What follows belongs to an exercise in optimizing a design on an open flow for small area, a short achievable clock period and few clock cycles per item; a production flow would make more cautious choices.
Where RTL was checked, it was by simulation tests only, not by an equivalence proof against the original.
The RTL of runs 2 and 3 was laid out without a check of its function.
In every run shown here, the design's own scripts or RTL, not TritonCTS, make the clock network.
The flow treats the clock pin as an ideal source. Dropping or thinning the clock tree relies on that and would not hold on a real chip.
No activity file was given, so power comes from the tool's default toggle rates.

==> flow/design.v <==
module bnn_layer0 (
    input  wire        clk,
    input  wire        reset_n,
    input  wire        i_run,
    output wire        o_idle,
    output wire        o_done,
    output wire [6:0]  addr_input,
    output wire        ce_input,
    input  wire [27:0] q_input,
    output wire [1:0]  addr_weight,
    output wire        ce_weight,
    input  wire [26:0] q_weight,
    output wire [6:0]  addr_output,
    output wire        we_output,
    output wire [25:0] d_output
);
localparam LAT = 2;               
localparam END = 87 + LAT;        
reg        busy;
reg  [6:0] cnt;                   
reg  [1:0] m3;                    
reg  [6:0] a_in;
reg  [1:0] rch;
reg        we;
reg  [6:0] a_out;
reg  [1:0] och;
reg        done;
wire start = i_run & ~busy;
always @(posedge clk or negedge reset_n) begin
    if (!reset_n) begin
        busy  <= 1'b0;
        cnt   <= 7'd0;
        m3    <= 2'd0;
        we    <= 1'b0;
        done  <= 1'b0;
    end else begin
        done <= busy && (cnt == END);
        if (start) begin
            busy <= 1'b1;
            cnt  <= 7'd1;
            m3   <= 2'd2;
        end else if (busy) begin
            cnt <= cnt + 7'd1;
            m3  <= (m3 == 2'd2) ? 2'd0 : m3 + 2'd1;
            if (cnt == END) busy <= 1'b0;
        end
        we <= busy && (cnt >= 9 + LAT) && (cnt <= 86 + LAT);
    end
end
wire nidle;
bnn_idle u_idle (
    .clk     (clk),
    .reset_n (reset_n),
    .d       (busy ? (cnt != END) : i_run),
    .q       (nidle)
);
wire nce;
bnn_idle u_nce (
    .clk     (clk),
    .reset_n (reset_n),
    .d       (busy & (cnt > 7'd82) & (cnt != END)),
    .q       (nce)
);
wire ce_in = ~nce;
always @(posedge clk or negedge reset_n) begin
    if (!reset_n) begin
        a_in <= 7'd0;
        rch  <= 2'd0;
    end else if (ce_in && (busy || i_run)) begin
        if (rch == 2'd2) begin
            rch  <= 2'd0;
            a_in <= a_in - 7'd55;
        end else begin
            rch  <= rch + 2'd1;
            a_in <= a_in + 7'd28;
        end
    end else begin
        a_in <= 7'd0;
        rch  <= 2'd0;
    end
end
always @(posedge clk) begin
    if (start) begin
        a_out <= 7'd0;
        och   <= 2'd0;
    end else if (we) begin
        if (och == 2'd2) begin
            och   <= 2'd0;
            a_out <= a_out - 7'd51;
        end else begin
            och   <= och + 2'd1;
            a_out <= a_out + 7'd26;
        end
    end
end
assign o_idle      = ~nidle;
assign o_done      = done;
assign addr_input  = a_in;
assign ce_input    = ce_in;
assign addr_weight = m3;
assign ce_weight   = nidle;          
assign addr_output = a_out;
assign we_output   = we;
reg [27:0] qd1, qd2;              
always @(posedge clk) begin
    qd1 <= q_input;
    qd2 <= qd1;
end
reg [27:0] win [0:8];
reg ld;
always @(posedge clk or negedge reset_n) begin
    if (!reset_n) ld <= 1'b0;
    else          ld <= busy && (cnt != END) && (m3 == 2'd0);
end
always @(posedge clk) begin
    if (ld) begin
        win[0] <= win[1]; win[1] <= win[2]; win[2] <= qd2;
        win[3] <= win[4]; win[4] <= win[5]; win[5] <= qd1;
        win[6] <= win[7]; win[7] <= win[8]; win[8] <= q_input;
    end
end
wire [25:0] res;
genvar s;
generate
    for (s = 0; s < 9; s = s + 1) begin : g_s
        wire [27:0] ww = win[s];
    end
endgenerate
bnn_group #(.NC(7)) u_g0 (.clk(clk), .q_weight(q_weight), .res(res[25:19]),
    .ws({g_s[0].ww[27:19], g_s[1].ww[27:19], g_s[2].ww[27:19], g_s[3].ww[27:19], g_s[4].ww[27:19],
         g_s[5].ww[27:19], g_s[6].ww[27:19], g_s[7].ww[27:19], g_s[8].ww[27:19]}));
bnn_group #(.NC(6)) u_g1 (.clk(clk), .q_weight(q_weight), .res(res[18:13]),
    .ws({g_s[0].ww[20:13], g_s[1].ww[20:13], g_s[2].ww[20:13], g_s[3].ww[20:13], g_s[4].ww[20:13],
         g_s[5].ww[20:13], g_s[6].ww[20:13], g_s[7].ww[20:13], g_s[8].ww[20:13]}));
bnn_group #(.NC(7)) u_g2 (.clk(clk), .q_weight(q_weight), .res(res[12:6]),
    .ws({g_s[0].ww[14:6], g_s[1].ww[14:6], g_s[2].ww[14:6], g_s[3].ww[14:6], g_s[4].ww[14:6],
         g_s[5].ww[14:6], g_s[6].ww[14:6], g_s[7].ww[14:6], g_s[8].ww[14:6]}));
bnn_group #(.NC(6)) u_g3 (.clk(clk), .q_weight(q_weight), .res(res[5:0]),
    .ws({g_s[0].ww[7:0], g_s[1].ww[7:0], g_s[2].ww[7:0], g_s[3].ww[7:0], g_s[4].ww[7:0],
         g_s[5].ww[7:0], g_s[6].ww[7:0], g_s[7].ww[7:0], g_s[8].ww[7:0]}));
reg [25:0] d_out;
always @(posedge clk) d_out <= res;
assign d_output = d_out;
endmodule
module bnn_idle (
    input  wire clk,
    input  wire reset_n,
    input  wire d,
    output reg  q
);
always @(posedge clk or negedge reset_n) begin
    if (!reset_n) q <= 1'b0;
    else          q <= d;
end
endmodule
module bnn_group #(
    parameter NC = 7
) (
    input  wire              clk,
    input  wire [9*(NC+2)-1:0] ws,
    input  wire [26:0]       q_weight,
    output wire [NC-1:0]     res
);
localparam NB = NC + 2;
reg [26:0] w_reg;                 
always @(posedge clk) w_reg <= q_weight;
genvar j, s, k;
generate
    for (j = 0; j < NC; j = j + 1) begin : g_col
        wire [26:0] d, w;
        for (s = 0; s < 9; s = s + 1) begin : g_s
            for (k = 0; k < 3; k = k + 1) begin : g_k
                assign d[s*3 + k] = ws[(8 - s)*NB + NB - 1 - j - k];
                assign w[s*3 + k] = w_reg[26 - (s*3 + k)];
            end
        end
        bnn_col u_col (.clk(clk), .d(d), .w(w), .o(res[NC - 1 - j]));
    end
endgenerate
endmodule
module bnn_col (
    input  wire        clk,
    input  wire [26:0] d,
    input  wire [26:0] w,
    output wire        o
);
wire [26:0] m = d ^ w;
wire [8:0] s1, c1;                
wire [2:0] as_, ac, bs, bc;       
genvar i;
generate
    for (i = 0; i < 9; i = i + 1) begin : g_l1
        bnn_fa u_fa (.a(m[3*i]), .b(m[3*i+1]), .c(m[3*i+2]), .s(s1[i]), .co(c1[i]));
    end
    for (i = 0; i < 3; i = i + 1) begin : g_l2
        bnn_fa u_fa1 (.a(s1[3*i]), .b(s1[3*i+1]), .c(s1[3*i+2]), .s(as_[i]), .co(ac[i]));
        bnn_fa u_fa2 (.a(c1[3*i]), .b(c1[3*i+1]), .c(c1[3*i+2]), .s(bs[i]), .co(bc[i]));
    end
endgenerate
reg [2:0] r_as, r_ac, r_bs, r_bc;
always @(posedge clk) begin
    r_as <= as_;
    r_ac <= ac;
    r_bs <= bs;
    r_bc <= bc;
end
wire x0 = (r_as[0] & r_as[1]) | (r_as[0] & r_as[2]) | (r_as[1] & r_as[2]);
wire y_s, y_c, z_s, z_c, u_s, u_c;
bnn_fa u_y (.a(r_ac[0]), .b(r_ac[1]), .c(r_ac[2]), .s(y_s), .co(y_c));
bnn_fa u_z (.a(r_bs[0]), .b(r_bs[1]), .c(r_bs[2]), .s(z_s), .co(z_c));
bnn_fa u_u (.a(r_bc[0]), .b(r_bc[1]), .c(r_bc[2]), .s(u_s), .co(u_c));
wire [2:0] ra = {x0, y_s, z_s};
wire [2:0] rb = {y_c, z_c, u_s};
wire       rc = u_c;
wire a_ge1 = |ra;
wire a_eq3 = &ra;
wire b_ge1 = |rb;
wire b_ge2 = (rb[0] & rb[1]) | (rb[0] & rb[2]) | (rb[1] & rb[2]);
wire b_eq3 = &rb;
wire ge = (rc & (b_ge2 | (b_ge1 & a_ge1) | a_eq3))
        | (b_eq3 & a_ge1)
        | (b_ge2 & a_eq3);
assign o = ~ge;
endmodule
module bnn_fa (
    input  wire a,
    input  wire b,
    input  wire c,
    output wire s,
    output wire co
);
assign s  = a ^ b ^ c;
assign co = (a & b) | (a & c) | (b & c);
endmodule
==> flow/flow/run.sh <==
#!/bin/bash
# The standard layout (standard.sh) with two changes:
#  * plain buffers (buf_2) on the ports, instead of the delay cells that
#    buffer_ports picks and that the later resizing keeps (same footprint);
#  * the clock tree: after clock_tree_synthesis, manual_cts.tcl (the POST_CTS
#    hook) rebuilds it as a two-level balanced tree, clk port -> 4 root
#    buffers -> leaf buffers -> flip-flops (see manual_cts.tcl). The CTS step's
#    own timing repair is skipped, since it would size for the tree that is
#    replaced; the hook repairs hold, and global routing repairs setup.
# Each tool's full output is in standard.log and in ORFS's logs.
set -o pipefail
here=$(cd "$(dirname "$0")" && pwd)
cp standard.sh standard_copy.txt 2>/dev/null
export BUFFER_PORTS_ARGS="-buffer_cell sky130_fd_sc_hd__buf_2"
export POST_CTS_TCL="$here/manual_cts.tcl"
bash standard.sh SKIP_CTS_REPAIR_TIMING=1 finish > standard.log 2>&1
==> flow/flow/manual_cts.tcl <==
# POST_CTS hook: replaces the clock tree that clock_tree_synthesis built with a
# two-level balanced tree: the clk port drives NR root buffers, each root
# drives the leaf buffers of its part of the die, and each leaf buffer drives
# a cluster of nearby flip-flops. Every register gets the same number of
# buffers (2) between the clock port and its clock pin; the tree only has
# fewer levels than the H-tree clock_tree_synthesis builds for this design.
set mcts_K  30
set mcts_NR 4
set block [ord::get_db_block]
set db [ord::get_db]
set clknet [$block findNet clk]

# 1. collect the tree built by CTS: buffers reached from clk, and the sinks
set tree_insts {}
set tree_nets {}
set sinks {}
set todo [list $clknet]
while {[llength $todo]} {
  set net [lindex $todo 0]
  set todo [lrange $todo 1 end]
  foreach it [$net getITerms] {
    if {[$it isOutputSignal]} continue
    set inst [$it getInst]
    set m [[$inst getMaster] getName]
    if {[string match "sky130_fd_sc_hd__clkbuf_*" $m] || [string match "sky130_fd_sc_hd__buf_*" $m] || [string match "sky130_fd_sc_hd__clkinv*" $m] || [string match "sky130_fd_sc_hd__inv_*" $m]} {
      if {[lsearch -exact $tree_insts $inst] >= 0} continue
      set out [$inst findITerm X]
      if {$out eq "NULL" || $out eq ""} { set out [$inst findITerm Y] }
      set onet [$out getNet]
      if {[string match "*inv*" $m] && $onet ne "NULL" && $onet ne ""} { error "manual_cts: inverter $m in the clock tree" }
      lappend tree_insts $inst
      if {$onet ne "NULL" && $onet ne ""} { lappend tree_nets $onet; lappend todo $onet }
    } else {
      lappend sinks $it
    }
  }
}
puts "manual_cts: [llength $tree_insts] CTS buffers, [llength $sinks] sinks"

# 2. remove that tree; every sink back on clk
foreach it $sinks { $it disconnect; $it connect $clknet }
foreach inst $tree_insts { odb::dbInst_destroy $inst }
foreach net $tree_nets { if {[llength [$net getITerms]] == 0 && [llength [$net getBTerms]] == 0} { odb::dbNet_destroy $net } }

# 3. clusters of sinks (capacity-limited k-means)
set pts {}
foreach it $sinks {
  set inst [$it getInst]
  lassign [$inst getLocation] x y
  set m [$inst getMaster]
  lappend pts [list $it [expr {$x + [$m getWidth]/2}] [expr {$y + [$m getHeight]/2}]]
}
set n [llength $pts]
set sorted [lsort -real -index 1 $pts]
set cents {}
set cols [expr {int(ceil(sqrt($mcts_K)))}]
set rows [expr {int(ceil(double($mcts_K)/$cols))}]
set per [expr {int(ceil(double($n)/$cols))}]
for {set c 0} {$c < $cols} {incr c} {
  set band [lsort -real -index 2 [lrange $sorted [expr {$c*$per}] [expr {($c+1)*$per-1}]]]
  set bp [expr {int(ceil(double([llength $band])/$rows))}]
  for {set r 0} {$r < $rows} {incr r} {
    set grp [lrange $band [expr {$r*$bp}] [expr {($r+1)*$bp-1}]]
    if {[llength $grp] == 0} continue
    set sx 0; set sy 0
    foreach g $grp { set sx [expr {$sx + [lindex $g 1]}]; set sy [expr {$sy + [lindex $g 2]}] }
    lappend cents [list [expr {$sx/[llength $grp]}] [expr {$sy/[llength $grp]}]]
  }
}
set K [llength $cents]
set cap [expr {int(ceil(double($n)/$K)) + 3}]
for {set iter 0} {$iter < 15} {incr iter} {
  set pairs {}
  set i 0
  foreach s $pts {
    set k 0
    foreach c $cents {
      lappend pairs [list [expr {abs([lindex $s 1]-[lindex $c 0]) + abs([lindex $s 2]-[lindex $c 1])}] $i $k]
      incr k
    }
    incr i
  }
  set pairs [lsort -real -index 0 $pairs]
  array unset asg
  array unset cnt
  for {set k 0} {$k < $K} {incr k} { set cnt($k) 0; set ax($k) 0; set ay($k) 0 }
  set done 0
  foreach p $pairs {
    lassign $p d i k
    if {[info exists asg($i)] || $cnt($k) >= $cap} continue
    set asg($i) $k
    incr cnt($k)
    incr done
    if {$done == $n} break
  }
  for {set i 0} {$i < $n} {incr i} {
    set k $asg($i)
    set s [lindex $pts $i]
    set ax($k) [expr {$ax($k) + [lindex $s 1]}]
    set ay($k) [expr {$ay($k) + [lindex $s 2]}]
  }
  set newc {}
  for {set k 0} {$k < $K} {incr k} {
    if {$cnt($k) > 0} { lappend newc [list [expr {$ax($k)/$cnt($k)}] [expr {$ay($k)/$cnt($k)}]] } else { lappend newc [lindex $cents $k] }
  }
  set cents $newc
}

# 4. leaf buffers at the cluster centres
set bufm [$db findMaster sky130_fd_sc_hd__clkbuf_16]
set leaves {}
for {set k 0} {$k < $K} {incr k} {
  if {$cnt($k) == 0} continue
  set inst [odb::dbInst_create $block $bufm "mcts_leaf_$k"]
  lassign [lindex $cents $k] cx cy
  $inst setLocation [expr {int($cx)}] [expr {int($cy)}]
  $inst setPlacementStatus PLACED
  set net [odb::dbNet_create $block "mcts_net_leaf_$k"]
  $net setSigType CLOCK
  [$inst findITerm X] connect $net
  set leafnet($k) $net
  lappend leaves [list [$inst findITerm A] $cx $cy]
}
for {set i 0} {$i < $n} {incr i} {
  set it [lindex [lindex $pts $i] 0]
  $it disconnect
  $it connect $leafnet($asg($i))
}

# 5. root buffers, one per sector of leaves, driven by the clk port
set mx 0; set my 0
foreach l $leaves { set mx [expr {$mx + [lindex $l 1]}]; set my [expr {$my + [lindex $l 2]}] }
set mx [expr {$mx / [llength $leaves]}]
set my [expr {$my / [llength $leaves]}]
set ang {}
foreach l $leaves { lappend ang [list [expr {atan2([lindex $l 2]-$my, [lindex $l 1]-$mx)}] $l] }
set ang [lsort -real -index 0 $ang]
set per [expr {int(ceil(double([llength $ang])/$mcts_NR))}]
for {set r 0} {$r < $mcts_NR} {incr r} {
  set grp [lrange $ang [expr {$r*$per}] [expr {($r+1)*$per-1}]]
  if {[llength $grp] == 0} continue
  set sx 0; set sy 0
  foreach g $grp { set sx [expr {$sx + [lindex [lindex $g 1] 1]}]; set sy [expr {$sy + [lindex [lindex $g 1] 2]}] }
  set inst [odb::dbInst_create $block $bufm "mcts_root_$r"]
  $inst setLocation [expr {int($sx/[llength $grp])}] [expr {int($sy/[llength $grp])}]
  $inst setPlacementStatus PLACED
  set net [odb::dbNet_create $block "mcts_net_root_$r"]
  $net setSigType CLOCK
  [$inst findITerm X] connect $net
  [$inst findITerm A] connect $clknet
  foreach g $grp { [lindex [lindex $g 1] 0] connect $net }
}
puts "manual_cts: [llength $leaves] leaf buffers, $mcts_NR root buffers"

# 6. legalize, then hold repair for the new clock arrival times
detailed_placement
estimate_parasitics -placement
report_clock_latency
repair_timing -hold -hold_margin 0
detailed_placement
check_placement -verbose
estimate_parasitics -placement
puts "manual_cts: worst setup slack [worst_slack -max], hold [worst_slack -min]"
==> flow/standard.sh <==
#!/bin/bash
# synth_recipe.tcl (not shown) runs the flow's synth.tcl, then flattens the netlist and writes it again
# the make line also repeats each setting of config.mk as NAME=value (left out here)
make -C /OpenROAD-flow-scripts/flow DESIGN_CONFIG=/design/flow/config.mk WORK_HOME=/design/flow/orfs CLKGATE_MAP_FILE= SYNTH_SCRIPT=/design/flow/synth_recipe.tcl "${@:-finish}"
==> flow/config.mk <==
export PLATFORM = sky130hd
export DESIGN_NAME = bnn_layer0
export DESIGN_NICKNAME = bnn_layer0
export VERILOG_FILES = /design/flow/design.v
export SDC_FILE = /design/flow/constraint.sdc
export NUM_CORES = 4
export LEC_CHECK = 0
export CAP_MARGIN = 20
export CORE_MARGIN = 2
export CORE_UTILIZATION = 55
export CTS_CLUSTER_DIAMETER = 80
export CTS_CLUSTER_SIZE = 20
export PLACE_DENSITY = 0.7
export SETUP_SLACK_MARGIN = 3.85
export SLEW_MARGIN = 20
export SYNTH_HIERARCHICAL = 1
export SYNTH_MINIMUM_KEEP_SIZE = 0
==> flow/constraint.sdc <==
create_clock -name core_clock -period 6.0 [get_ports {clk}]
set_input_delay 1.2000 -clock core_clock [delete_from_list [all_inputs] [get_ports {clk}]]
set_output_delay 1.2000 -clock core_clock [all_outputs]
set_load 0.01 [all_outputs]
==> results.txt, run 1 <==
- Status: finished clean
- CP Cell Sequence: buf_2
- WL final: 82600 um
- Hold crit path type: reg -> reg
- DRT Pass-1 Iters: 5
- Register name with the most flops: win
- Maxcap violations: 0
- Sinks on Clock Net: approximately 790
- Synth cell types: 52
- Hold path start: qd1[21]
- Total GRT Usage: around a quarter
- Slowest stage cell, crit path: dfrtp_2
- VDD IR max: 367 uV
- First-pass GRT wire length: ~130000 um
- Final std cells w/o fill: 3473
- Die area: 70600 sq um
- Final Cycle Share: 38.3%
- Commonest non-fill, non-tap cell in the layout: xor2_1
- # setup viols final: 0
- Ys flop type: dfxtp_1
- Final Hold Viols: 0
- Sequential area share after synthesis: between 40% and 50%
- Largest registers: win x252, qd1 x28, qd2 x28
- NumNets Final: roughly 3100
- Via count: between 15000 and 20000
- CP endpoint kind: output pin
- Largest net degree at the start of global routing: 135
- Leak: 16.0 nW
- Layout cell share with drive strength beyond 1: between 10 and 15%
- Skew-Pair Late Insertion Delay: 0.41 ns
- CP arrival: 1.10 ns
- Vias in the first global route: 21712
- Syn_area_per_cell: 15.4 sq um
- Fmax: 0.435 GHz
- Num rows: 95
- Most frequent cells in the layout: 704 x xor2_1, 500 x dfxtp_1, 468 x fa_1
- Max incr delay on CP: 0.51 ns
- Shortest period the worst path allows: 2.30 ns
- Pwr dens: 666 nW/um^2
- Antenna violation net count after detailed routing: 0
- Cell Area, Synth: 37700 sq um
- Worst R2R Start: u_g2.w_reg[14]
- Startpoint Class: flip-flop
- Via-to-Cell Ratio: 5.63
- Starting Density: 55.8%
- Yosys warns: 12
- Post-synth EDFFs: approximately 250
- Placed insts: approximately 3400
- Post-route DRC: 0
- Unrepaired setup endpoints after global routing: true
- Core box area: 67500 sq um
- Post-synthesis cell count: between 2000 and 2500
- Worst-path fanout max: 12
- Die Wd: 266 um
- Total gr overflow: 0
- Max Clock Skew: 0.0536 ns
- WP buf/inv: 1
- Synth async-reset ratio: between 3 and 4%
- Tightest Pin Transition: 0.813 ns
- Pins Over Slew Limit: 0
- CP delay by family, top: flip-flops
- IO Count: about 110
- DIE HEIGHT: ~270 um
- Slew headroom: 45.8%
- Setup CP Type: reg -> out
- Layout area overhead: 7.23%
- # port buffers: 104
- Synth Net Count: 2978
- Worst-path clk slew: 0.11 ns
- Final GP Congestion: 0.846
- Post-DP HPWL: approximately 63000 um
- CP Launch Point: we
- First-iteration detailed-routing DRC count: 1284
- DR WL/cell: 23.8 um
- Initial antenna violation count: 2
- Required time worst endpoint: roughly 4.8 ns
- Flops & latches, synth: a little under 800
- Max reg flops: 252
- Setup_tns: 0 ns
[worst paths after layout]
check	end	slack (ns)	cells after the start
max in group asynchronous	ld	4.78	1
worst max-delay path	we_output	3.70	1
min in group asynchronous	cnt[5]	0.77	1
worst min register to register	qd2[21]	0.34	0
worst min-delay path	qd2[21]	0.34	0
worst max register to register	u_g2.g_col[3].u_col.r_ac[1]	3.87	3
[cells in the mapped netlist, types with 3 or more instances]
master     count  area, sq um
xor2_1       704         6170
dfxtp_1      511        10200
fa_1         468         9370
edfxtp_1     252         7570
a21o_1        53          398
a21oi_1       37          185
o21ai_0       30          150
o21a_1        28          210
o311a_1       27          270
a41o_1        26          260
a41oi_1       26          228
and3_1        26          163
maj3_2        26          293
nor4_2        26          325
o2111ai_1     26          228
o31a_2        26          260
dfrtp_1       24          601
nor2_1        21         78.8
nand2_1       16         60.1
inv_1         12         45.0
ha_1           9          113
nor3_1         8         40.0
clkbuf_1       6         22.5
nand2b_1       6         37.5
xnor2_1        6         52.6
nor2b_1        4         25.0
nand3_1        3         15.0
nor3b_1        3         22.5
o211ai_1       3         22.5
o31ai_1        3         22.5
[Yosys stat by module, one instance, submodules excluded, excerpt]
module      times used  cells inside  flip-flops and latches
bnn_layer0           1           513                     365
bnn_idle             2             1                       1
bnn_col             26            52                      12
bnn_fa             468             1                       0
[power breakdown]
group	leakage [nW]	total, W	switching [W]	internal, W
Clock	0.419	0.00255	0.00153	0.00103
Sequential	7.02	0.0104	0.00212	0.00824
Combinational	8.55	0.0140	0.00741	0.00660
[kinds of logic (layout without fill, tap and decap cells)]
family	after synthesis	in the layout	synth area share, %
compound gates	302	302	6.33
xor+xnor	710	710	16.5
fa+ha+maj	503	503	25.9
buf+inv	19	174	0.193
flops	787	787	48.8
mux	2	2	0.0531
other cells	0	2	0
simple gates	120	120	2.17
[cell type report]
| type | count | area, sq um |
|---|---|---|
| Sequential cell | 787 | 18400 |
| Timing Repair Buffer | 128 | 767 |
| Inverter | 12 | 45.0 |
| Tap cell | 873 | 1090 |
| Multi-Input combinational cell | 1637 | 19200 |
| Buffer | 34 | 851 |
| Fill cell | 5135 | 27100 |
| Antenna cell | 2 | 5.00 |
[layer usage]
layer	wire, um	track usage [%]
met1	34300	31.7
met2	41600	41.3
met3	3920	3.36
met4	2750	7.35
met5	0	0
[metrics by stage]
stage               utilization (%)  cell area, sq um  hold WS, ns  worst slack (ns)  power [W]
detailed placement             58.2             39300        0.337              3.76     0.0244
global route                   59.9             40400        0.345              3.66     0.0293
floorplan                         -             37700        0.327              3.55     0.0198
finish                         59.9             40400        0.340              3.70     0.0269
global placement               58.2             39300        0.328              3.78     0.0234
Testbench counts, summed over its fixed seeds: cycles 8,648, runs 96.
==> inputs of run 2 (changes only) <==
--- a/flow/design.v
+++ b/flow/design.v
@@ -126,18 +126,12 @@
         wire [27:0] ww = win[s];
     end
 endgenerate
-bnn_group #(.NC(7)) u_g0 (.clk(clk), .q_weight(q_weight), .res(res[25:19]),
-    .ws({g_s[0].ww[27:19], g_s[1].ww[27:19], g_s[2].ww[27:19], g_s[3].ww[27:19], g_s[4].ww[27:19],
-         g_s[5].ww[27:19], g_s[6].ww[27:19], g_s[7].ww[27:19], g_s[8].ww[27:19]}));
-bnn_group #(.NC(6)) u_g1 (.clk(clk), .q_weight(q_weight), .res(res[18:13]),
-    .ws({g_s[0].ww[20:13], g_s[1].ww[20:13], g_s[2].ww[20:13], g_s[3].ww[20:13], g_s[4].ww[20:13],
-         g_s[5].ww[20:13], g_s[6].ww[20:13], g_s[7].ww[20:13], g_s[8].ww[20:13]}));
-bnn_group #(.NC(7)) u_g2 (.clk(clk), .q_weight(q_weight), .res(res[12:6]),
-    .ws({g_s[0].ww[14:6], g_s[1].ww[14:6], g_s[2].ww[14:6], g_s[3].ww[14:6], g_s[4].ww[14:6],
-         g_s[5].ww[14:6], g_s[6].ww[14:6], g_s[7].ww[14:6], g_s[8].ww[14:6]}));
-bnn_group #(.NC(6)) u_g3 (.clk(clk), .q_weight(q_weight), .res(res[5:0]),
-    .ws({g_s[0].ww[7:0], g_s[1].ww[7:0], g_s[2].ww[7:0], g_s[3].ww[7:0], g_s[4].ww[7:0],
-         g_s[5].ww[7:0], g_s[6].ww[7:0], g_s[7].ww[7:0], g_s[8].ww[7:0]}));
+bnn_group #(.NC(13)) u_g0 (.clk(clk), .q_weight(q_weight), .res(res[25:13]),
+    .ws({g_s[0].ww[27:13], g_s[1].ww[27:13], g_s[2].ww[27:13], g_s[3].ww[27:13], g_s[4].ww[27:13],
+         g_s[5].ww[27:13], g_s[6].ww[27:13], g_s[7].ww[27:13], g_s[8].ww[27:13]}));
+bnn_group #(.NC(13)) u_g1 (.clk(clk), .q_weight(q_weight), .res(res[12:0]),
+    .ws({g_s[0].ww[14:0], g_s[1].ww[14:0], g_s[2].ww[14:0], g_s[3].ww[14:0], g_s[4].ww[14:0],
+         g_s[5].ww[14:0], g_s[6].ww[14:0], g_s[7].ww[14:0], g_s[8].ww[14:0]}));
 reg [25:0] d_out;
 always @(posedge clk) d_out <= res;
 assign d_output = d_out;
--- a/flow/config.mk
+++ b/flow/config.mk
@@ -7,10 +7,10 @@
 export LEC_CHECK = 0
 export CAP_MARGIN = 20
 export CORE_MARGIN = 2
-export CORE_UTILIZATION = 55
+export CORE_UTILIZATION = 40
 export CTS_CLUSTER_DIAMETER = 80
 export CTS_CLUSTER_SIZE = 20
-export PLACE_DENSITY = 0.7
+export PLACE_DENSITY = 0.6
 export SETUP_SLACK_MARGIN = 3.85
 export SLEW_MARGIN = 20
 export SYNTH_HIERARCHICAL = 1
==> run 2 against run 1 <==
Still clean. Power down 0.73%. Global-route usage is 5.5 points lower. Core utilization decreased by 16 points. Synthesized area down 2.9%. Setup slack gained 0.085 ns. Routed wire length grew 3.5%. Clock power barely moved. Sequential share of layout area shrank 2.0 points. Highest routed layer is now met5.
==> results.txt, run 2 <==
- Status: finished clean
- Max incr delay on CP: 0.48 ns
- # setup viols final: 0
- Top post-synthesis cells by area: fa_1 26%, dfxtp_1 25%, edfxtp_1 21%
- Synth top area share: roughly 26%
- DIE HEIGHT: 307 um
- Max reg flops: 252
- Final GP Congestion: around 0.84
- Layout area overhead: 9.25%
- R2R Setup Slk: 3.88 ns
- CP Launch Point: we
- Initial antenna violation count: 3
- Setup_tns: 0 ns
- Total GRT Usage: 18.4%
- Via count: approximately 19000
- Fmax: 0.451 GHz
- Skew-Pair Late Insertion Delay: 0.42 ns
- Maxcap violations: 0
- Setup CP Type: reg -> out
- Final Worst Setup Slack: approximately 3.8 ns
- Cell with the most instances after synthesis: xor2_1
- Die area: 94000 sq um
- Die Wd: 307 um
- WP buf/inv: 1
- Seq. cell area: 17400 sq um
- Slowest stage cell, crit path: dfrtp_2
- Final Cycle Share: 36.9%
- Leak: 15.7 nW
- Yosys warns: 11
- Pwr dens: about 670 nW/um^2
- Startpoint Class: flip-flop
- Dominant cell type by area after synthesis: fa_1
- Critical path depth in cells: 1
- Cell Area, Synth: 36600 sq um
- Core box area: 90300 sq um
- Post-synth EDFFs: about 250
- Post-synthesis cell count: roughly 2400
- VDD IR max: 342 uV
- Synth async-reset ratio: between 3 and 4%
- Most frequent cells in the layout: 704 x xor2_1, 468 x fa_1, 413 x dfxtp_1
- IO Count: roughly 110
- Worst R2R End: u_g1.g_col[7].u_col.r_as[1]
- Num rows: 110
- Shortest period the worst path allows: 2.22 ns
- WL final: between 80000 and 90000 um
- Antenna violation net count after detailed routing: 0
- CP delay by family, top: flip-flops
- Multi-input logic area: 19200 sq um
- Layout cell share with drive strength beyond 1: 12.2%
- NumNets Final: 3100
- CP Cell Sequence: buf_6
- Max Clock Skew: about 0.069 ns
- Total gr overflow: 0
- Unrepaired setup endpoints after global routing: true
- Flops & latches, synth: between 700 and 800
- Starting Density: 40.5%
- CP endpoint kind: output pin
- DRT Pass-1 Iters: 5
- Synth cell types: 52
- # port buffers: 104
- Worst R2R Start: u_g1.w_reg[9]
- Vias in the first global route: 21800
- Pins Over Slew Limit: 0
- Commonest non-fill, non-tap cell in the layout: xor2_1
- Tightest Pin Transition: 0.834 ns
- Syn_area_per_cell: 15.3 sq um
- Setup crit end: we_output
- FILL cells: 8046
- Hold crit path type: reg -> reg
- Hold path start: qd1[12]
- Via-to-Cell Ratio: a little over 5
- Largest net degree at the start of global routing: approximately 130
- Sinks on Clock Net: about 730
- Final Hold Viols: 0
- Post-DP HPWL: 62700 um
- CP arrival: around 1.0 ns
- DR WL/cell: ~23 um
- Sequential area share after synthesis: 47.3%
- Ys flop type: dfxtp_1
- Post-route DRC: 0
- Worst-path fanout max: 7
- Slew headroom: 44.4%
- Worst-path clk slew: ~0.090 ns
- Register name with the most flops: win
- Synth top cells by count: 704 x xor2_1, 468 x fa_1, 457 x dfxtp_1, 252 x edfxtp_1, 53 x a21o_1
- Synth Net Count: 2924
- First-pass GRT wire length: approximately 130000 um
- Worst-case reg-to-reg path depth: 3
- Required time worst endpoint: approximately 4.8 ns
- First-iteration detailed-routing DRC count: roughly 1200
- Setup slack after placement: 3.39 ns
-- run 2: per-stage QoR --
stage | utilization, % | std cells | total power, W | instance area (sq um) | hold slack [ns]
2_1_floorplan | - | 2389 | 0.0194 | 36600 | 0.327
3_3_place_gp | 42.9 | 3681 | 0.0229 | 38700 | 0.328
3_5_place_dp | 42.9 | 3681 | 0.0240 | 38700 | 0.335
5_1_grt | 44.3 | 3740 | 0.0291 | 40000 | 0.339
6_report | 44.3 | 3741 | 0.0267 | 40000 | 0.336
-- run 2: how the worst min path moves through the flow --
stage / to / slack, ns / cells past startpoint
floorplan: qd2[0] / 0.33 / 0
global placement: qd2[22] / 0.33 / 0
detailed placement: qd2[3] / 0.34 / 0
global route: qd2[12] / 0.34 / 0
finish: qd2[12] / 0.34 / 0
-- run 2: per-module statistics from Yosys, one instance, submodules excluded, excerpt --
module | area [sq um] | flops+latches | copies in the design | cells inside
bnn_col | 587 | 12 | 26 | 52
bnn_idle | 25.0 | 1 | 2 | 1
bnn_layer0 | 10800 | 365 | 1 | 513
bnn_fa | 20.0 | 0 | 468 | 1
-- run 2: logic make-up (layout without fill, tap and decap cells) --
kind of cell    after synthesis  after routing  share of synthesized area (%)
compound gates              302            302                           6.51
buf+inv                      19            194                          0.198
other cells                   0              1                              0
simple gates                120            120                           2.24
xor+xnor                    710            710                           17.0
fa+ha+maj                   503            503                           26.7
flops                       733            733                           47.3
mux                           2              2                         0.0547
-- run 2: area by class of cell --
cell class,count,area share [%]
diodes,1,0.00626
flip-flops and latches,733,43.6
well taps,1176,3.68
plain buffers,34,2.13
multi-input cells,1637,48.1
clock inverters,1,0.0751
inverters,12,0.113
repair buffers,147,2.36
-- run 2: report_power, final --
| part | internal, W | total, W | switching, W |
|---|---|---|---|
| Clock | 0.00107 | 0.00256 | 0.00149 |
| Sequential | 0.00786 | 0.00996 | 0.00210 |
| Combinational | 0.00662 | 0.0142 | 0.00758 |
| Total | 0.0155 | 0.0267 | 0.0112 |
-- run 2: per-layer routing --
layer	wire length, um	global-route usage, %	vias to the layer above
li1	-	-	8500
met1	38500	25.9	10287
met2	40500	30.2	503
met3	4570	2.96	114
met4	1840	4.21	4
met5	28	0	-
==> inputs of run 3 (changes only) <==
--- a/flow/design.v
+++ b/flow/design.v
@@ -26,6 +26,8 @@
 reg  [1:0] och;
 reg        done;
 wire start = i_run & ~busy;
+wire [1:0] m3_d  = start ? 2'd2 : busy ? ((m3 == 2'd2) ? 2'd0 : m3 + 2'd1) : m3;
+wire       we_d  = busy && (cnt >= 9 + LAT) && (cnt <= 86 + LAT);
 always @(posedge clk or negedge reset_n) begin
     if (!reset_n) begin
         busy  <= 1'b0;
@@ -35,72 +37,59 @@
         done  <= 1'b0;
     end else begin
         done <= busy && (cnt == END);
+        m3   <= m3_d;
+        we   <= we_d;
         if (start) begin
             busy <= 1'b1;
             cnt  <= 7'd1;
-            m3   <= 2'd2;
         end else if (busy) begin
             cnt <= cnt + 7'd1;
-            m3  <= (m3 == 2'd2) ? 2'd0 : m3 + 2'd1;
             if (cnt == END) busy <= 1'b0;
         end
-        we <= busy && (cnt >= 9 + LAT) && (cnt <= 86 + LAT);
     end
 end
 wire nidle;
-bnn_idle u_idle (
-    .clk     (clk),
-    .reset_n (reset_n),
-    .d       (busy ? (cnt != END) : i_run),
-    .q       (nidle)
-);
-wire nce;
-bnn_idle u_nce (
-    .clk     (clk),
-    .reset_n (reset_n),
-    .d       (busy & (cnt > 7'd82) & (cnt != END)),
-    .q       (nce)
-);
+bnn_oreg #(.W(1)) u_idle (.clk(clk), .reset_n(reset_n), .d(busy ? (cnt != END) : i_run), .q(nidle));
+wire nce_d = busy & (cnt > 7'd82) & (cnt != END);
+wire nce, nce_o;
+bnn_oreg #(.W(1)) u_nce   (.clk(clk), .reset_n(reset_n), .d(nce_d), .q(nce));
+bnn_oreg #(.W(1)) u_nce_o (.clk(clk), .reset_n(reset_n), .d(nce_d), .q(nce_o));
 wire ce_in = ~nce;
+wire       rd    = ce_in && (busy || i_run);
+wire [6:0] a_in_d = rd ? ((rch == 2'd2) ? a_in - 7'd55 : a_in + 7'd28) : 7'd0;
+wire [1:0] rch_d  = (rd && rch != 2'd2) ? rch + 2'd1 : 2'd0;
 always @(posedge clk or negedge reset_n) begin
     if (!reset_n) begin
         a_in <= 7'd0;
         rch  <= 2'd0;
-    end else if (ce_in && (busy || i_run)) begin
-        if (rch == 2'd2) begin
-            rch  <= 2'd0;
-            a_in <= a_in - 7'd55;
-        end else begin
-            rch  <= rch + 2'd1;
-            a_in <= a_in + 7'd28;
-        end
     end else begin
-        a_in <= 7'd0;
-        rch  <= 2'd0;
-    end
-end
-always @(posedge clk) begin
-    if (start) begin
-        a_out <= 7'd0;
-        och   <= 2'd0;
-    end else if (we) begin
-        if (och == 2'd2) begin
-            och   <= 2'd0;
-            a_out <= a_out - 7'd51;
-        end else begin
-            och   <= och + 2'd1;
-            a_out <= a_out + 7'd26;
-        end
-    end
-end
+        a_in <= a_in_d;
+        rch  <= rch_d;
+    end
+end
+wire [6:0] a_out_d = start ? 7'd0 : we ? ((och == 2'd2) ? a_out - 7'd51 : a_out + 7'd26) : a_out;
+always @(posedge clk) begin
+    a_out <= a_out_d;
+    if (start)
+        och <= 2'd0;
+    else if (we)
+        och <= (och == 2'd2) ? 2'd0 : och + 2'd1;
+end
+wire [6:0] a_in_o, a_out_o;
+wire [1:0] m3_o;
+wire       we_o;
+bnn_oreg #(.W(7)) u_ain  (.clk(clk), .reset_n(reset_n), .d(a_in_d),  .q(a_in_o));
+bnn_oreg #(.W(7)) u_aout (.clk(clk), .reset_n(reset_n), .d(a_out_d), .q(a_out_o));
+bnn_oreg #(.W(2)) u_m3   (.clk(clk), .reset_n(reset_n), .d(m3_d),    .q(m3_o));
+bnn_oreg #(.W(1)) u_we   (.clk(clk), .reset_n(reset_n), .d(we_d),    .q(we_o));
 assign o_idle      = ~nidle;
 assign o_done      = done;
-assign addr_input  = a_in;
-assign ce_input    = ce_in;
-assign addr_weight = m3;
+assign addr_input  = a_in_o;
+assign ce_input    = ~nce_o;
+assign addr_weight = m3_o;
 assign ce_weight   = nidle;          
-assign addr_output = a_out;
-assign we_output   = we;
+assign addr_output = a_out_o;
+assign we_output   = we_o;
 reg [27:0] qd1, qd2;              
 always @(posedge clk) begin
     qd1 <= q_input;
@@ -126,24 +115,32 @@
         wire [27:0] ww = win[s];
     end
 endgenerate
-bnn_group #(.NC(13)) u_g0 (.clk(clk), .q_weight(q_weight), .res(res[25:13]),
-    .ws({g_s[0].ww[27:13], g_s[1].ww[27:13], g_s[2].ww[27:13], g_s[3].ww[27:13], g_s[4].ww[27:13],
-         g_s[5].ww[27:13], g_s[6].ww[27:13], g_s[7].ww[27:13], g_s[8].ww[27:13]}));
-bnn_group #(.NC(13)) u_g1 (.clk(clk), .q_weight(q_weight), .res(res[12:0]),
-    .ws({g_s[0].ww[14:0], g_s[1].ww[14:0], g_s[2].ww[14:0], g_s[3].ww[14:0], g_s[4].ww[14:0],
-         g_s[5].ww[14:0], g_s[6].ww[14:0], g_s[7].ww[14:0], g_s[8].ww[14:0]}));
+bnn_group #(.NC(7)) u_g0 (.clk(clk), .q_weight(q_weight), .res(res[25:19]),
+    .ws({g_s[0].ww[27:19], g_s[1].ww[27:19], g_s[2].ww[27:19], g_s[3].ww[27:19], g_s[4].ww[27:19],
+         g_s[5].ww[27:19], g_s[6].ww[27:19], g_s[7].ww[27:19], g_s[8].ww[27:19]}));
+bnn_group #(.NC(6)) u_g1 (.clk(clk), .q_weight(q_weight), .res(res[18:13]),
+    .ws({g_s[0].ww[20:13], g_s[1].ww[20:13], g_s[2].ww[20:13], g_s[3].ww[20:13], g_s[4].ww[20:13],
+         g_s[5].ww[20:13], g_s[6].ww[20:13], g_s[7].ww[20:13], g_s[8].ww[20:13]}));
+bnn_group #(.NC(7)) u_g2 (.clk(clk), .q_weight(q_weight), .res(res[12:6]),
+    .ws({g_s[0].ww[14:6], g_s[1].ww[14:6], g_s[2].ww[14:6], g_s[3].ww[14:6], g_s[4].ww[14:6],
+         g_s[5].ww[14:6], g_s[6].ww[14:6], g_s[7].ww[14:6], g_s[8].ww[14:6]}));
+bnn_group #(.NC(6)) u_g3 (.clk(clk), .q_weight(q_weight), .res(res[5:0]),
+    .ws({g_s[0].ww[7:0], g_s[1].ww[7:0], g_s[2].ww[7:0], g_s[3].ww[7:0], g_s[4].ww[7:0],
+         g_s[5].ww[7:0], g_s[6].ww[7:0], g_s[7].ww[7:0], g_s[8].ww[7:0]}));
 reg [25:0] d_out;
 always @(posedge clk) d_out <= res;
 assign d_output = d_out;
 endmodule
-module bnn_idle (
-    input  wire clk,
-    input  wire reset_n,
-    input  wire d,
-    output reg  q
-);
-always @(posedge clk or negedge reset_n) begin
-    if (!reset_n) q <= 1'b0;
+module bnn_oreg #(
+    parameter W = 1
+) (
+    input  wire         clk,
+    input  wire         reset_n,
+    input  wire [W-1:0] d,
+    output reg  [W-1:0] q
+);
+always @(posedge clk or negedge reset_n) begin
+    if (!reset_n) q <= {W{1'b0}};
     else          q <= d;
 end
 endmodule
==> run 3 against run 2 <==
Die area increased by 4.3%. Via count hardly changed. Synthesized cell count increased by 3.6%. Combinational power about the same. Clock power is 2% higher.
==> results.txt, run 3 <==
- Total design power: 0.0272 W
- IO Count: 105
- WL final: roughly 85000 um
- Synth top cells by count: 702 x xor2_1, 511 x dfxtp_1, 468 x fa_1, 252 x edfxtp_1, 54 x a21o_1
- WHS Path Cells: 0
- Skew-Pair Late Insertion Delay: roughly 0.42 ns
- Core box area: 94900 sq um
- Synth Net Count: 3010
- First-pass GRT wire length: 133000 um
- Max Clock Skew: 0.0436 ns
- CP endpoint kind: output pin
- Unrepaired setup endpoints after global routing: true
- Worst-path clk slew: about 0.11 ns
- Final GP Congestion: 0.839
- Ys flop type: dfxtp_1
- Leak: 16.1 nW
- Antenna violation net count after detailed routing: 0
- Startpoint Class: flip-flop
- # port buffers: 104
- Layout area overhead: 7.79%
- Pwr dens: 661 nW/um^2
- Top post-synthesis cells by area: dfxtp_1 27%, fa_1 25%, edfxtp_1 20%
- Hold endpoint: qd2[25]
- Cell with the most instances after synthesis: xor2_1
- Register name with the most flops: win
- Pins Over Slew Limit: 0
- Syn_area_per_cell: 15.4 sq um
- Sequential area share after synthesis: 49.4%
- Cell Area, Synth: 38200 sq um
- DRT Pass-1 Iters: 6
- Synth cell types: 56
- Starting Density: 40.3%
- Sinks on Clock Net: 805
- Yosys warns: 14
- Setup_tns: 0 ns
- Synth top area share: 26.8%
- Worst R2R Start: u_g2.w_reg[5]
- Shortest period the worst path allows: 2.14 ns
- Worst-path fanout max: 2
- # setup viols final: 0
- Worst R2R End: u_g2.g_col[3].u_col.r_as[2]
- Final Hold Viols: 0
- Vias in the first global route: between 20000 and 25000
- Total gr overflow: 0
- VDD IR max: ~250 uV
- Dominant cell type by area after synthesis: dfxtp_1
- Flops & latches, synth: 805
- Layout cell share with drive strength beyond 1: 8.78%
- Max reg flops: 252
- Synth async-reset ratio: 5.22%
- Most frequent cells in the layout: 702 x xor2_1, 509 x dfxtp_1, 468 x fa_1
- Required time worst endpoint: 4.80 ns
- Via-to-Cell Ratio: 5.01
- First-iteration detailed-routing DRC count: 1197
- Num rows: around 110
- FILL cells: 8447
- NumNets Final: 3145
- Maxcap violations: 0
- Post-DP HPWL: 66800 um
- Post-synthesis cell count: about 2500
- Worst-case reg-to-reg path depth: 3
- Commonest non-fill, non-tap cell in the layout: xor2_1
- Hold Slack: 0.337 ns
- Via count: 19397
- Post-synth EDFFs: between 200 and 300
- Tightest Pin Transition: around 0.92 ns
- Hold crit path type: reg -> reg
- Die area: 98000 sq um
- Slew headroom: 38.9%
- CP arrival: 0.94 ns
- Initial antenna violation count: 12
- Hold path start: qd1[25]
- Final Cycle Share: 35.7%
- Fmax: approximately 0.47 GHz
- Setup CP Type: reg -> out
- Status: finished clean
- Die Wd: 313 um
- Post-route DRC: 0
- DIE HEIGHT: 313 um
- DR WL/cell: approximately 22 um
- Largest net degree at the start of global routing: between 80 and 90
- R2R Setup Slk: 3.94 ns
- Total GRT Usage: 17.8%
- Largest registers: win x252, qd1 x28, qd2 x28
run 3: changes by cell type after synthesis, sizes merged, moves of 3 or more:
cell,before,now
o21ai,31,35
dfrtp,24,42
dfxtp,457,511
nor2,21,24
a21oi,37,45
run 3: cells by family after synthesis:
kind of cell	after synthesis	synth area share, %
DFF	805	49.4
xor gates and xnor gates	707	16.2
adders and majority gates	504	25.6
AOI/OAI and AO/OA	308	6.23
and+or+nand+nor	124	2.21
buffers and inverters	21	0.229
muxes	5	0.134
run 3: report_power, final:
group	total (W)	internal, W	switching [W]
Combinational	0.0140	0.00654	0.00745
Sequential	0.0106	0.00841	0.00220
Clock	0.00260	0.00103	0.00158
Total	0.0272	0.0160	0.0112
run 3: layout make-up:
type                    count  area, sq um  share of cell area, %
flip-flops and latches    805        18900                   45.8
well taps                1265         1580                   3.84
diodes                      3         7.51                 0.0182
repair buffers            107          566                   1.37
plain buffers              34          851                   2.07
multi-input cells        1648        19300                   46.8
inverters                  13         48.8                  0.119
run 3: per-layer routing:
layer	vias up	share of wire [%]	GRT usage, %
met2	340	49	30.0
met1	10264	44	24.3
met3	101	3.7	2.48
met4	16	2.7	4.57
met5	-	0.13	0
li1	8676	-	-
run 3: worst max-delay path by stage:
stage              from          to  depth (start not counted)
3_3_place_gp      i_run     a_in[5]                          5
3_5_place_dp      i_run  u_ain.q[5]                          5
5_1_grt        u_idle.q      o_idle                          2
6_report       u_idle.q      o_idle                          2
2_1_floorplan        ld   win[0][0]                          0
run 3: worst max-delay path, stage by stage, from the launching register on:
cell and delay (ns):
dfrtp_1 0.40, inv_1 0.05, buf_2 0.11
run 3: modules after synthesis (local to each module, per instance), excerpt:
module | times used | cells inside | flops+latches | area [sq um]
bnn_fa | 468 | 1 | 0 | 20.0
bnn_layer0 | 1 | 526 | 365 | 10900
bnn_col | 26 | 52 | 12 | 587
run 3: metrics by stage:
stage	instance area, sq um	std cells	setup WS (ns)	utilization (%)
2_1_floorplan	38200	2474	3.55	-
3_3_place_gp	40300	3838	3.69	42.5
3_5_place_dp	40300	3838	3.63	42.5
5_1_grt	41200	3872	3.82	43.4
6_report	41200	3875	3.86	43.4

==> static timing again, ports no longer ideal <==
Ports are ideal in the flow. The routed layouts listed here were re-timed in OpenROAD.
Step 1: set_driving_cell puts a clkbuf_16 on clk and a buf_2 on each other input, an assumption about the parent block.
Step 2 adds t to the input delays and takes it off the output delays; t is the mean of the earliest and latest rising clock arrival at the registers after step 1. Input paths then give back, and output paths get back, about the clock's delay inside the block.
Slacks: no drivers / after step 1 / after step 2; pairs: no drivers / after step 1.
run	t (ns)	setup slack, ns	worst hold slack (ns)	worst setup path after step 2	worst register clock-pin slew, ns
run 1	0.510	3.700 / 3.568 / 3.818	0.340 / 0.340 / 0.340	input to register	0.11 / 0.11
run 2	0.516	3.784 / 3.650 / 3.617	0.336 / 0.336 / 0.336	input to register	0.12 / 0.12
run 3	0.528	3.860 / 3.722 / 3.626	0.337 / 0.337 / 0.337	input to register	0.11 / 0.11
After both steps setup and hold are still met in every run listed. The setup slack of run 3, which loses most, moves by -0.138 ns with the drivers and by -0.234 ns with both steps.
